Source: an optimization exercise on an open RTL-to-GDS flow (aim: small area, a short achievable clock period and few clock cycles). Production flows keep margins and buffers that such runs may drop.
In this exercise RTL edits were held to simulation tests only and were not proved equivalent to the original.
Power is estimated from default activity; no workload was simulated.

==> flow/design.v <==
module immediateGenerator(
  input [31:0] instruction,
  output reg[63:0] imm_data
);
  wire [6:0] opcode;
	assign opcode = instruction[6:0];
    always @ (*)
    begin
      case ( opcode[6:5] )
        2'b00: imm_data[11:0] = {instruction[31:20]} ;
        2'b01:imm_data[11:0] = {instruction[31:25], instruction[11:7] } ;
        2'b11: imm_data[11:0] = {instruction[31], instruction[7], instruction[30:25], instruction[11:8]  } ;
        default: imm_data[11:0] = 12'b0;
      endcase
      imm_data = { {52 { imm_data[11] } } , imm_data[11:0] } ;
    end  
endmodule
module threemux(
  input[63:0] a,
  input[63:0] b,
  input[63:0] c,
  input [1:0] S,
  output reg [63:0] out
);
  always @(*)
    begin
      case(S)
        2'b00: out = a;
        2'b01: out = b;
        2'b10: out = c;
        default: out = 2'bX;
      endcase
    end
endmodule 
module mux (
  input [63:0] A,
  input [63:0] B,
  input S,
  output [63:0] Y   
);
assign Y = S ? B : A;
endmodule
module instructionParser(
  input [31:0] instruction,
  output [6:0] opcode,
  output [4:0] rd,
  output [2:0] funct3,
  output [4:0] rs1,
  output [4:0] rs2,
  output [6:0] funct7  
);
  assign funct7 = instruction[31:25];
  assign rs2 = instruction[24:20];
  assign rs1 = instruction[19:15];
  assign funct3 = instruction[14:12];
  assign rd = instruction[11:7];
  assign opcode = instruction[6:0];
endmodule
module registerFile(
  input [4:0] rs1,
  input [4:0] rs2,
  input [4:0] rd,  
  input [63:0] WriteData,
  output reg [63:0] ReadData1,
  output reg [63:0] ReadData2,
  input clk,
  input reset,
  input RegWrite
);
  reg [63:0] registers [31:0];
  always @ (*)
    begin
      if (reset == 1)
        begin
          ReadData1 = 64'b0;
          ReadData2 = 64'b0;
        end
      else
        begin
          if (rs1 == 0)
            ReadData1 = 64'b0;
          else if (RegWrite && rd == rs1)
            ReadData1 = WriteData;
          else
            ReadData1 = registers[rs1];
          if (rs2 == 0)
            ReadData2 = 64'b0;
          else if (RegWrite && rd == rs2)
            ReadData2 = WriteData;
          else
            ReadData2 = registers[rs2];
        end
    end
  always @ (posedge clk)
    begin
      if (RegWrite && rd != 0)
        begin
          registers[rd] <= WriteData;
        end
    end
endmodule
module ALU_64_bit (
	input [63:0] a,
	input [63:0] b,
  input [3:0] ALUOp,
  output reg [63:0] result,
	output reg zero,
    output reg less
);
  always @ (a or b or ALUOp)
    begin
      case (ALUOp)
        4'b0000: result = a & b;     
        4'b0001: result = a | b;     
        4'b0010: result = a + b;     
        4'b0110: result = a - b;     
        4'b1100: result = ~(a | b);  
        4'b1111: result = a << b;   
        default: result = 64'b0;
      endcase
    end
  always @(*) begin
	zero = a == b;
    less = ($signed(a) < $signed(b));  
  end
endmodule
module Program_Counter (
  input clk,
  input reset,
  input stall,
  input flush,
  input [63:0] PC_in,
  output reg [63:0] PC_out
);
  always @(posedge clk)
    begin
      if (reset)
        begin
          PC_out <= 0;
          end
      else if (flush | !stall)
        begin
          PC_out <= PC_in;
          end
    end
endmodule
module adder (
  input [63:0] a,
  input [63:0] b,
  output reg [63:0] out
);
  always @(*)
    begin
      out = a + b;
    end
endmodule
module ALU_Control(
  input [1:0] ALUOp,
  input [3:0] Funct,
  output reg [3:0] Operation  
);
  always @(*)
      begin
      case ( ALUOp )
        2'b00: 
          begin
            case( Funct[2:0])
                3'b001: Operation =  4'b1111;  
                default: Operation = 4'b0010;  
            endcase
          end
        2'b01: Operation = 4'b0110 ;
        2'b10:
          begin
            case (Funct)
              4'b0000: Operation = 4'b0010 ;
              4'b1000: Operation = 4'b0110 ;
              4'b0111: Operation = 4'b0000 ;
              4'b0110: Operation = 4'b0001 ;
              default: Operation = 4'b0010 ;
            endcase
          end
        default: Operation = 4'b0 ;
      endcase
    end
endmodule
module Control_Unit(  
  input [6:0] opcode,
  output reg branch,
  output reg MemRead,
  output reg MemToReg,
  output reg [1:0] ALUOp,
  output reg MemWrite,
  output reg ALUSrc,
  output reg RegWrite
);
  always @(opcode)
    begin
      case ( opcode )
        7'b0110011:  
          begin
            ALUSrc   = 1'b0 ;
            MemToReg = 1'b0 ;
            RegWrite = 1'b1 ;
            MemRead  = 1'b0 ;
            MemWrite = 1'b0 ;
            branch   = 1'b0 ;
            ALUOp    = 2'b10;
          end
        7'b0000011:  
          begin
            ALUSrc   = 1'b1 ;
            MemToReg = 1'b1 ;
            RegWrite = 1'b1 ;
            MemRead  = 1'b1 ;
            MemWrite = 1'b0 ;
            branch   = 1'b0 ;
            ALUOp    = 2'b00;
          end
        7'b0100011:   
          begin
            ALUSrc   = 1'b1 ;
            MemToReg = 1'bx ;
            RegWrite = 1'b0 ;
            MemRead  = 1'b0 ;
            MemWrite = 1'b1 ;
            branch   = 1'b0 ;
            ALUOp    = 2'b00;
          end
        7'b1100011:   
          begin
            ALUSrc   = 1'b0 ;
            MemToReg = 1'bx ;
            RegWrite = 1'b0 ;
            MemRead  = 1'b0 ;
            MemWrite = 1'b0 ;
            branch   = 1'b1 ;
            ALUOp    = 2'b01;
          end
        7'b0010011:  
          begin
            ALUSrc   = 1'b1 ;
            MemToReg = 1'b0 ;
            RegWrite = 1'b1 ;
            MemRead  = 1'b0 ;
            MemWrite = 1'b0 ;
            branch   = 1'b0 ;
            ALUOp    = 2'b00;
          end
        default:
          begin
            ALUSrc   = 1'b0 ;
            MemToReg = 1'b0 ;
            RegWrite = 1'b0 ;
            MemRead  = 1'b0 ;
            MemWrite = 1'b0 ;
            branch   = 1'b0 ;
            ALUOp    = 2'b0 ;
          end
      endcase
    end 
endmodule
module IFID (
  input clk, reset,
  input stall,
  input flush,
  input [31:0]instructionIn,
  input [63:0] addressIn,
  output reg [31:0] instructionOut,
  output reg [63:0] addressOut
);
  always @(posedge clk)
    begin
      if (reset | flush)
        begin
          instructionOut <= 0;
          addressOut     <= 0;
        end
      else if (!stall)
        begin
          instructionOut <= instructionIn;
          addressOut     <= addressIn;
        end
    end
endmodule
module IDEX (
  input clk,reset,flush,
  input MemRead, 
  input MemtoReg, 
  input MemWrite, 
  input ALUSrc, 
  input RegWrite,
  input branch,
  input [63:0] ReadData1,
  input [63:0] ReadData2,
  input [63:0] imm_data,
  input [63:0] address,
  input [3:0] funct,
  input [4:0] rd,
  input [4:0] rs1,
  input [4:0] rs2,
  input [1:0] AluOp,
  output reg MemReadOut,
  output reg MemtoRegOut,
  output reg MemWriteOut,
  output reg ALUSrcOut,
  output reg RegWriteOut,
  output reg branchOut,
  output reg [63:0] ReadData1Out,
  output reg [63:0] ReadData2Out, 
  output reg [63:0] imm_dataOut,
  output reg [63:0] addressOut,
  output reg [3:0] functOut,
  output reg [4:0] rdOut,
  output reg [4:0] rs1Out,
  output reg [4:0] rs2Out,
  output reg [1:0] AluOpOut
);
  always @(posedge clk )
    begin
      if (reset | flush)
      begin
        MemReadOut   <= 0;
        MemtoRegOut  <= 0;
        MemWriteOut  <= 0;
        ALUSrcOut    <= 0;
        RegWriteOut  <= 0;
        branchOut    <= 0;
        ReadData1Out <= 0;
        ReadData2Out <= 0;
        imm_dataOut  <= 0;
        addressOut   <= 0;
        functOut     <= 0;
        rdOut        <= 0;
      	rs1Out       <= 0;
      	rs2Out       <= 0;
        AluOpOut     <= 0;
    end
      else
        begin
        MemReadOut   <= MemRead;
       	MemtoRegOut  <= MemtoReg;
        MemWriteOut  <= MemWrite;
        ALUSrcOut    <= ALUSrc;
		RegWriteOut  <= RegWrite;
		branchOut    <= branch;
		ReadData1Out <= ReadData1;
		ReadData2Out <= ReadData2;
		imm_dataOut  <= imm_data;
		addressOut   <= address;
		functOut     <= funct;
		rdOut        <= rd;
		rs1Out       <= rs1;
		rs2Out       <= rs2;
        AluOpOut     <= AluOp;
        end
    end
endmodule
module EXMEM(
  input clk,reset,flush,
  input MemRead, 
  input memToReg, 
  input MemWrite,
  input regWrite, 
  input branch,
  input less,
  input [63:0] WriteData, 
  input [63:0] add2, 
  input [4:0]  rd,
  input [63:0] AluResult,
  input zero,
  input [3:0] funct,
  output reg MemWriteOut,
  output reg MemReadOut,
  output reg memToRegOut,
  output reg regWriteOut, 
  output reg branchOut, 
  output reg [63:0] WriteDataOut,
  output reg [63:0] add2Out,
  output reg [4:0] rdOut, 
  output reg [63:0] AluResultOut,
  output reg zeroOut,
  output reg lessOut,
  output reg [3:0] functOut
);
  always @(posedge clk )
    begin
      if (reset | flush)
    begin
      MemWriteOut  <= 0;
      MemReadOut   <= 0;
      memToRegOut  <= 0;
      regWriteOut  <= 0;
      branchOut    <= 0;
      WriteDataOut <= 0;
      add2Out      <= 0;
      rdOut        <= 0;
      AluResultOut <= 0;
      zeroOut      <= 0;
      lessOut      <= 0;
      functOut     <= 0;
    end        
      else
        begin
          MemReadOut   <= MemRead;
          memToRegOut  <= memToReg;
          MemWriteOut  <= MemWrite;
          regWriteOut  <= regWrite;
          branchOut    <= branch;
          WriteDataOut <= WriteData;
          add2Out      <= add2;
          rdOut        <= rd;
          AluResultOut <= AluResult;
          zeroOut      <= zero;
          lessOut      <= less;
          functOut     <= funct;
        end
    end
endmodule
module MEMWB (
  input clk,reset,
  input MemToReg, 
  input RegWrite,
  input [63:0] ReadData,
  input [63:0] AluResult,
  input [4:0] rd,
  output reg MemToRegOut, 
  output reg RegWriteOut, 
  output reg [63:0] ReadDataOut ,  
  output reg [63:0] AluResultOut, 
  output reg [4:0]  rdOut
);
  always @(posedge clk)
    begin
      if (reset )
        begin
          MemToRegOut  <= 0;
          RegWriteOut  <= 0;
          ReadDataOut  <= 0;
          AluResultOut <= 0;
          rdOut        <= 0;
        end
      else
        begin
          MemToRegOut  <= MemToReg;
          RegWriteOut  <= RegWrite;
          ReadDataOut  <= ReadData;
          AluResultOut <= AluResult;
          rdOut        <= rd;
        end
    end
endmodule
module forwardingUnit (
    input [4:0] rs1,
    input [4:0] rs2,
    input [4:0] exRd,  
    input [4:0] wbRd,   
    input exRegWrite,  
    input wbRegWrite,  
    output reg [1:0] forwardA,
    output reg [1:0] forwardB
 );
  always @(*)
    begin
      if ( (exRd == rs1) & (exRegWrite != 0 & exRd !=0))
          forwardA = 2'b10;
      else
        begin
          if (
            (wbRd == rs1) & 
            (wbRegWrite != 0 & wbRd != 0) & 
            ~((exRd == rs1) &(exRegWrite != 0 & exRd !=0)  )  
          )
              forwardA = 2'b01;
          else
              forwardA = 2'b00;
        end   
      if ( 
        (exRd == rs2) & 
        (exRegWrite != 0 & exRd !=0)
      )
        forwardB = 2'b10;        
      else    
          begin
            if ( 
              (wbRd == rs2) & 
              (wbRegWrite != 0 & wbRd != 0) &  
              ~((exRegWrite != 0 & exRd !=0 ) & 
                (exRd == rs2) ) 
            )
                forwardB = 2'b01;
            else
                forwardB = 2'b00;  
          end  
    end
endmodule
module stallingUnit (
  input IDEXMemRead,
  input [4:0] IDEXrd,
  input [4:0] IFIDrs1,
  input [4:0] IFIDrs2,
  output reg stall
);
  always @(*)
    if (IDEXMemRead &&
    ((IDEXrd == IFIDrs1) |
     (IDEXrd == IFIDrs2)))
    stall = 1;
  else
    stall = 0;
endmodule
module controlBranch (
  input branch,
  input zero,
  input less,
  input [2:0] funct,
  output reg branching,
  output reg flush
);
always @(*) 
  begin 
        case ({funct})
          	3'b000: branching = zero == 1;  
            3'b001: branching = !zero == 1;  
          	3'b100: branching = less  == 1;  
            default: branching = 0;
        endcase
    if (!branch) branching = 0;
  end
  always @(*)
    flush = branching ? 1:0;
endmodule
module RISC_V_Processor (
    input clk, reset,
    output [63:0] imem_addr,
    input  [31:0] imem_data,
    output [63:0] dmem_addr,
    output [63:0] dmem_wdata,
    output        dmem_we,
    output        dmem_re,
    input  [63:0] dmem_rdata
);
  wire branching;
  wire IDEXAluSrc;
  wire EXMEMMemToReg, EXMEMMemWrite, EXMEMMemRead;
  wire MEMWBMemToReg;
  wire [63:0] PC_Out;
  wire [63:0] IFIDPC_Out;
  wire [63:0] IDEXPC_Out;
  wire [63:0] add_out1;
  wire [63:0] add_out2;
  wire [63:0] EXMEMadd_out2;
  wire [31:0] instruction;
  wire [31:0] IFIDinstruction;
  wire [63:0] imm_data;
  wire [63:0] IDEXimm_data;
  wire [63:0] shiftedImm_data;
  assign shiftedImm_data = IDEXimm_data<< 1;
  wire [63:0] ReadData;
  wire [63:0] MEMWBReadData;
  wire [63:0] ReadData1;
  wire [63:0] IDEXRead_Data1;
  wire [63:0] ReadData2;
  wire [63:0] IDEXRead_Data2;
  wire [63:0] EXMEMReadData2;
  wire [3: 0] Operation;
  wire [63:0] Result;
  wire [63:0] EXMEMResult;
  wire [63:0] MEMWBResult;
  wire [4:0] rd;
  wire [4:0] IDEXrd;
  wire [4:0] EXMEMrd;
  wire [4:0] MEMWBrd;
  wire [6:0] opcode;
  wire [2:0] funct3;
  wire [6:0] funct7;
  wire [4:0] rs1;
  wire [4:0] IDEXrs1;
  wire [4:0] rs2;
  wire [4:0] IDEXrs2;
  wire [3:0] IDEXfunct4;
  wire [3:0] EXMEMfunct4;
  wire [3:0] funct4;
  assign funct4 = {IFIDinstruction[30],IFIDinstruction[14:12]};
  wire branch;
  wire IDEXbranch;
  wire EXMEMbranch;
  wire andedBranch;
  wire MemRead;
  wire IDEXMemRead;
  wire MemToReg;
  wire IDEXMemToReg;
  wire MEMWBMEMToReg;
  wire [1:0] AluOp;
  wire [1:0] IDEXAluOp;
  wire MemWrite;
  wire IDEXMemWrite;
  wire ALUSrc;
  wire IDEXALUSrc;
  wire RegWrite;
  wire IDEXRegWrite;
  wire EXMEMRegWrite;
  wire MEMWBRegWrite;  
  wire [63:0] mux_out1;
  wire [63:0] MEMWBmux_out1;
  wire [63:0] mux_out2;
  wire [63:0] EXMEMmux_out2;
  wire [63:0] MEMWBmux_out2;
  wire [63:0] mux_out3;
  wire [63:0] threemux_out1;
  wire [63:0] threemux_out2;
  wire [63:0] EXMEMthreemux_out2;
  wire zero, less;
  wire EXMEMzero, EXMEMless;
  wire [1:0] forwardA;
  wire [1:0] forwardB;
  wire stall;
  wire flush;
  wire [1:0] muxedAluOp;
  wire muxedMemToReg ;
  wire muxedRegWrite  ;
  wire muxedbranch  ;
  wire muxedMemWrite ;
  wire muxedMemRead ;
  wire muxedALUSrc;
    Program_Counter pc (
      .clk(clk),
      .reset(reset),
      .stall(stall),
      .flush(flush),
      .PC_in(mux_out1),
      .PC_out(PC_Out)
    );
    immediateGenerator ig (
      .instruction(IFIDinstruction),
      .imm_data(imm_data)
    );
    assign imem_addr = PC_Out;
    assign instruction = imem_data;
    IFID idif (
      .clk(clk),
      .reset(reset),
      .flush(flush),
      .addressIn(PC_Out),
      .instructionIn(instruction),
      .stall(stall),
      .addressOut(IFIDPC_Out),
      .instructionOut(IFIDinstruction)
    );
    instructionParser ip (
      .instruction(IFIDinstruction),
      .opcode(opcode),
      .rd(rd),
      .funct3(funct3),
      .rs1(rs1),
      .rs2(rs2),
      .funct7(funct7)
    );
    registerFile rf (
      .clk(clk),
      .reset(reset),
      .rs1(rs1),
      .rs2(rs2),
      .RegWrite(MEMWBRegWrite),
      .WriteData(mux_out2),
      .rd(MEMWBrd),
      .ReadData1(ReadData1),
      .ReadData2(ReadData2)
    );
      Control_Unit cu (
        .opcode(opcode),
        .branch(branch),
        .MemRead(MemRead),
        .MemToReg(MemToReg),
        .MemWrite(MemWrite),
        .ALUSrc(ALUSrc),
        .RegWrite(RegWrite),
        .ALUOp(AluOp)
      );
    IDEX exid (
      .clk(clk),
      .reset(reset),
      .flush(flush),
      .RegWrite(muxedRegWrite),
      .MemtoReg(muxedMemToReg),
      .branch(muxedbranch),
      .MemWrite(muxedMemWrite),
      .MemRead(muxedMemRead),
      .address(IFIDPC_Out),
      .imm_data(imm_data),               
      .funct(funct4),
      .rd(rd),
      .rs1(rs1),
      .rs2(rs2),
      .ReadData1(ReadData1),
      .ReadData2(ReadData2),
      .ALUSrc(muxedALUSrc),
      .AluOp(muxedAluOp), 
      .addressOut(IDEXPC_Out),
      .ReadData1Out(IDEXRead_Data1),
      .ReadData2Out(IDEXRead_Data2),
      .imm_dataOut(IDEXimm_data),
      .functOut(IDEXfunct4),
      .rdOut(IDEXrd),
      .rs1Out(IDEXrs1),
      .rs2Out(IDEXrs2),
      .RegWriteOut(IDEXRegWrite),          
      .MemtoRegOut(IDEXMemToReg),
      .branchOut(IDEXbranch),
      .MemWriteOut(IDEXMemWrite),
      .MemReadOut(IDEXMemRead),
      .ALUSrcOut(IDEXAluSrc),
      .AluOpOut(IDEXAluOp)
    );
  ALU_Control ac (
    .ALUOp(IDEXAluOp),
    .Funct(IDEXfunct4),
    .Operation(Operation)
  );
      adder a1 (
      .a(PC_Out),
      .b(64'd4),
      .out(add_out1)
    );
    adder a2 (
      .a(IDEXPC_Out),
      .b(shiftedImm_data),
      .out(add_out2)
    );
    mux m1 (
      .A(add_out1),
      .B(EXMEMadd_out2),
      .S(branching),
      .Y(mux_out1)
    );
    mux m2 (
      .A(MEMWBResult),
      .B(MEMWBReadData),
      .S(MEMWBMemToReg),
      .Y(mux_out2)
    );
    mux m3 (
      .A(threemux_out2),
      .B(IDEXimm_data),
      .S(IDEXAluSrc),
      .Y(mux_out3)
    );
    threemux m31 (
      .a(IDEXRead_Data1),
      .b(mux_out2),
      .c(EXMEMResult),
      .S(forwardA),
      .out(threemux_out1)
    );
    threemux m32 (
      .a(IDEXRead_Data2),
      .b(mux_out2),
      .c(EXMEMResult),
      .S(forwardB),
      .out(threemux_out2)
    );
  ALU_64_bit alu64 (
    .a(threemux_out1),
    .b(mux_out3) ,
    .ALUOp(Operation),
    .result(Result),
    .zero(zero),
    .less(less)
  );
  EXMEM memex(
    .clk(clk),
    .reset(reset),
    .regWrite(IDEXRegWrite),
    .memToReg(IDEXMemToReg),
    .branch(IDEXbranch),
    .zero(zero),
    .less(less),
    .MemWrite(IDEXMemWrite),
    .MemRead(IDEXMemRead),
    .add2(add_out2),
    .AluResult(Result),
    .WriteData(threemux_out2),
    .funct(IDEXfunct4),
    .rd(IDEXrd),
    .flush(flush),
    .regWriteOut(EXMEMRegWrite),
    .memToRegOut(EXMEMMemToReg),
    .branchOut(EXMEMbranch),
    .zeroOut(EXMEMzero),
    .lessOut(EXMEMless),
    .MemWriteOut(EXMEMMemWrite),
    .MemReadOut(EXMEMMemRead),
    .add2Out(EXMEMadd_out2),
    .AluResultOut(EXMEMResult),
    .WriteDataOut(EXMEMReadData2),
    .functOut(EXMEMfunct4),
    .rdOut(EXMEMrd)
  );  
  assign dmem_addr  = EXMEMResult;
  assign dmem_wdata = EXMEMReadData2;
  assign dmem_we    = EXMEMMemWrite;
  assign dmem_re    = EXMEMMemRead;
  assign ReadData   = dmem_rdata;
  MEMWB wbmem (
  .clk(clk),
  .reset(reset),
  .RegWrite(EXMEMRegWrite),
  .MemToReg(EXMEMMemToReg),            
  .ReadData(ReadData),
  .AluResult(EXMEMResult),
  .rd(EXMEMrd),
  .RegWriteOut(MEMWBRegWrite),
  .MemToRegOut(MEMWBMemToReg),             
   .ReadDataOut(MEMWBReadData),
  .AluResultOut(MEMWBResult),
  .rdOut(MEMWBrd)
  );
  forwardingUnit fd (
    .exRd(EXMEMrd),
    .wbRd(MEMWBrd), 
    .rs1(IDEXrs1),
    .rs2(IDEXrs2),
    .exRegWrite(EXMEMRegWrite),
    .wbRegWrite(MEMWBRegWrite),
    .forwardA(forwardA),
    .forwardB(forwardB)
  );
      controlBranch cbb (
      EXMEMbranch,
      EXMEMzero,
      EXMEMless,
      EXMEMfunct4[2:0],
      branching,
      flush
    );
    stallingUnit su (
        .IDEXMemRead(IDEXMemRead),
        .IDEXrd(IDEXrd),
        .IFIDrs1(rs1),
        .IFIDrs2(rs2),
        .stall(stall)
    );
    assign muxedMemToReg = stall ? 0 : MemToReg ;
    assign muxedRegWrite = stall ? 0 : RegWrite ;
    assign muxedbranch   = stall ? 0 : branch   ;
    assign muxedMemWrite = stall ? 0 : MemWrite ;
    assign muxedMemRead  = stall ? 0 : MemRead  ;
    assign muxedALUSrc   = stall ? 0 : ALUSrc   ;
    assign muxedAluOp    = stall ? 0 : AluOp    ;
  endmodule
==> flow/run.sh <==
#!/bin/bash
# synth_recipe.tcl (not shown) runs the flow's synth.tcl, then flattens the netlist and writes it again
# the make line also repeats each setting of config.mk as NAME=value (left out here)
make -C /OpenROAD-flow-scripts/flow DESIGN_CONFIG=/design/flow/config.mk WORK_HOME=/design/flow/orfs CLKGATE_MAP_FILE= SYNTH_SCRIPT=/design/flow/synth_recipe.tcl finish
==> flow/config.mk <==
export PLATFORM = sky130hd
export DESIGN_NAME = RISC_V_Processor
export DESIGN_NICKNAME = RISC_V_Processor
export VERILOG_FILES = /design/flow/design.v
export SDC_FILE = /design/flow/constraint.sdc
export NUM_CORES = 4
export LEC_CHECK = 0
export CAP_MARGIN = 20
export CORE_MARGIN = 2
export CORE_UTILIZATION = 40
export SLEW_MARGIN = 20
==> flow/constraint.sdc <==
create_clock -name core_clock -period 10.0 [get_ports {clk}]
set_input_delay 2.0000 -clock core_clock [delete_from_list [all_inputs] [get_ports {clk}]]
set_output_delay 2.0000 -clock core_clock [all_outputs]
set_load 0.01 [all_outputs]
==> results.txt <==
sequential cells by signal (all words and copies together) (netlist names), 12 cells and up:
signal	cells
rf.registers	2048
exid.ReadData1Out	64
exid.ReadData2Out	64
exid.addressOut	64
idif.addressOut	64
memex.AluResultOut	64
memex.WriteDataOut	64
memex.add2Out	64
pc.PC_out	64
wbmem.AluResultOut	64
wbmem.ReadDataOut	64
idif.instructionOut	32
exid.imm_dataOut	12
critical path: stages, from the launching register on:
cell and delay [ns]:
dfxtp_1 0.44, or3_1 0.65, o311a_1 0.41, nand2_2 0.68, nor2_1 0.16, o31ai_1 0.52
o21ai_0 0.32, ha_1 0.52, nor3_1 0.70, nand2_1 0.15, nor2_1 0.21, nand2_1 0.14
or4_1 0.49, o22ai_1 0.41, o211ai_1 0.14, buf_4 0.18, nor4bb_1 0.38, nor3_1 0.20
nor3_1 0.41, o21ai_0 0.17, buf_4 0.19, o211ai_1 0.17, o31ai_1 0.09, a2111oi_0 0.62
a31oi_1 0.17
cells in the final DEF, fill, tap and decap left out, drive strengths merged, types with 95 or more instances in the layout:
| cell type | netlist | routed |
|---|---|---|
| xnor2 | 130 | 130 |
| ha | 225 | 225 |
| o22ai | 150 | 150 |
| nor3 | 108 | 108 |
| inv | 252 | 261 |
| edfxtp | 2048 | 2048 |
| o21ai | 324 | 324 |
| clkinv | 0 | 116 |
| and2 | 157 | 157 |
| nor2 | 745 | 745 |
| nand2 | 565 | 565 |
| mux4 | 997 | 997 |
| mux2 | 163 | 163 |
| a21o | 95 | 95 |
| a211oi | 197 | 197 |
| clkbuf | 489 | 409 |
| a221oi | 143 | 143 |
| clkdlybuf4s50 | 0 | 290 |
| nor2b | 154 | 154 |
| mux2i | 516 | 516 |
| buf | 257 | 309 |
| nand3 | 107 | 107 |
| dfxtp | 730 | 730 |
| a21oi | 510 | 510 |
final timing paths:
path | cells past startpoint | end | start
hold reg to reg | 1 | memex.MemWriteOut | exid.MemWriteOut
setup reg to reg | 24 | memex.AluResultOut[62] | wbmem.rdOut[2]
setup / recovery | 24 | memex.AluResultOut[62] | wbmem.rdOut[2]
hold / removal | 1 | memex.MemWriteOut | exid.MemWriteOut
power groups by stage:
stage | sequential [mW] | combinational, mW | clock [mW]
floorplan | 12.9 | 2.29 | 0
global placement | 13.1 | 3.85 | 0
detailed placement | 13.1 | 3.84 | 0
CTS | 12.8 | 3.86 | 12.0
global route | 12.8 | 4.11 | 12.5
finish | 12.9 | 3.96 | 11.9
layer usage:
layer | vias up | wire length [microns] | track usage, %
li1 | 40200 | - | -
met1 | 51600 | 222000 | 42.3
met2 | 6287 | 248000 | 47.5
met3 | 1227 | 59700 | 6.90
met4 | 27 | 27300 | 13.2
met5 | - | 184 | 0
cells by family (layout without fill, tap and decap cells):
| family | after synthesis | in the layout |
|---|---|---|
| mux | 1676 | 1676 |
| compound gates | 1997 | 1997 |
| buf+inv | 998 | 1422 |
| flops | 2778 | 2778 |
| fa+ha+maj | 228 | 228 |
| xor+xnor | 223 | 223 |
| simple gates | 2225 | 2225 |
| other cells | 1 | 77 |
final cells by class:
| cell class | instances | area [sq um] |
|---|---|---|
| fillers | 30400 | 187000 |
| flip-flops and latches | 2778 | 76200 |
| multi-input cells | 6413 | 59100 |
| clock buffers | 407 | 8640 |
| well taps | 4578 | 5730 |
| repair buffers | 601 | 5570 |
| clock inverters | 162 | 1940 |
| inverters | 252 | 946 |
| diodes | 13 | 32.5 |
==> run_results.csv <==
group,metric,value,unit
outcome,outcome,"finished clean",
placed_design,pre_cts_ws,1.63,ns
synth,synth_top_area_share,44.4,%
die,core.rowCount,216,
placed_design,placed_cells,14600,
die,core,345000,sq um
timing,period_needed,8.69,ns
synth,post-synth-top-count-cell,"edfxtp_1",
synth,synthAdderAreaFrac,2.08,%
die,dieArea,351000,sq um
timing,fmax,115,MHz
grt,grt_pass1_vias,96600,
die,die_h,592,microns
placed_design,dp_hpwl,354,mm
finish,fin_util,45.8,%
clock_network,post_cts_buffers,0,
clock_network,cts.htree.levels,5,
synth,synth_compound_area_share,9.77,%
routing,wl,557,mm
synth,synthSimpleGateAreaFrac,7.59,%
grt,grt_use_total,30.9,%
placed_design,io_buffers,291,
clock_network,clk_latency,0.92,ns
timing,slew_viol_final,0,
synth,synthCells,10100,
routing,drt_first_iter_violations,14200,
routing,firstDrtPassIters,7,
worst_setup_path,endpoint_kind,"flip-flop",
die,fp.dieW,592,microns
timing,rsz0062_at_grt,"no",
power,total_leakage_power,53.7,nW
synth,synth-edff-count,2048,
clock_network,cts_tree,"done",
placed_design,gp_congestion,0.998,
synth,synthTopCellsByArea,"edfxtp_1, mux4_2, dfxtp_1",
finish,drive_above_1_share,20.1,%
clock_network,root_buffer,"clkbuf_16",
worst_setup_path,start_kind,"flip-flop",
clock_network,clkSinkCount,2778,
worst_setup_path,path_class,"reg2reg",
power,switching_share,27.2,%
grt,grt_pass1_wl,765,mm
synth,synth-xor-area-share,1.41,%
die,initial_core_util,40.1,%
timing,setup_viol_count_final,0,
finish,layoutNonFillerInstCount,15200,
power,p_int,20.9,mW
timing,hold_violations,0,
placed_design,dpl-instance-area,147000,sq um
hold_path,hold_path_class,"reg2reg",
clock_network,holdBufCountCts,0,
synth,yosys-top-cells-count,"edfxtp_1, mux4_2, nor2_1",
timing,maxSlewHeadroom,12.2,%
clock_network,cts_buffers,312,
worst_setup_path,crit_required,10.78,ns
flow_run,maxCapViolations,0,
synth,synth_warnings,15,
synth,syn-cell-area,138000,sq um
synth,ys_seq_elements,2778,
power,pwr-share-clk,41.5,%
worst_setup_path,r2r_slack,1.31,ns
synth,ys.flop_type,"edfxtp_1",
clock_network,cts.path.max_buffers,4,
power,switching_power,7.81,mW
finish,fin_nets,10700,
power,seqPwrFrac,44.7,%
routing,drc,0,
timing,whs,0.424,ns
routing,routed_via_density,6.54,
synth,async_reset_ff_share,0,%
timing,fin_skew,0.0577,ns
synth,syn_avg_cell_area,13.7,sq um
grt,overflow,0,
worst_setup_path,worstPathArrival,9.47,ns
clock_network,cts_resized,0,
finish,area_growth,14.2,%
routing,vias,99400,
routing,final_antenna_net_count,0,
clock_network,cts.clk_slew.worst_paths,0.07,ns
synth,synth_cell_types,118,
timing,min_period_over_period,86.9,%
worst_setup_path,critical_path_peak_fanout,41,
power,pwr_density_cell,182,nW/um^2
routing,routedWlPerCell,36.6,microns
power,vdd_drop_max,0.142,mV
grt,antenna_found_initial,55,
grt,grt_max_degree,125,
synth,seq_area_frac_synth,55.0,%
timing,fin_tns_setup,0,ns
power,combPwrFrac,13.8,%
power,power.total,28.7,mW
timing,max_slew.worst_pin.slew,1.30,ns
synth,synth_mux_area_share,21.3,%
synth,synth_top_family_by_area,"multiplexers",
die,ios,292,
finish,design_area,158000,sq um
timing,final.setup.worst_slack,1.31,ns
synth,yosys.area.top_type,"edfxtp_1",
Testbench counts, summed over its fixed seeds: cycles 61,790.

==> re-timing with driven ports <==
In the flow no input, the clock included, has a driving cell. The finished layout below was timed again as built, in two steps. Step 1 sets driving cells, clkbuf_16 on the clock port and buf_2 on the other inputs (assumed; they add their load-dependent delay and slew). Step 2 adds t to the input delays and takes it off the output delays; t is the mean of the earliest and latest rising clock arrival at the registers after step 1. Input paths then give back, and output paths get back, about the clock's delay inside the block. Slacks: no drivers / after step 1 / after step 2; pairs: no drivers / after step 1.
t, ns: 0.996
slack for setup (ns): 1.307 / 1.307 / 1.307
slew at the worst register clock pin (ns): 0.08 / 0.08
After both steps this run still meets setup and hold. The setup slack of this run moves by 0.000 ns with the drivers and by 0.000 ns with both steps.
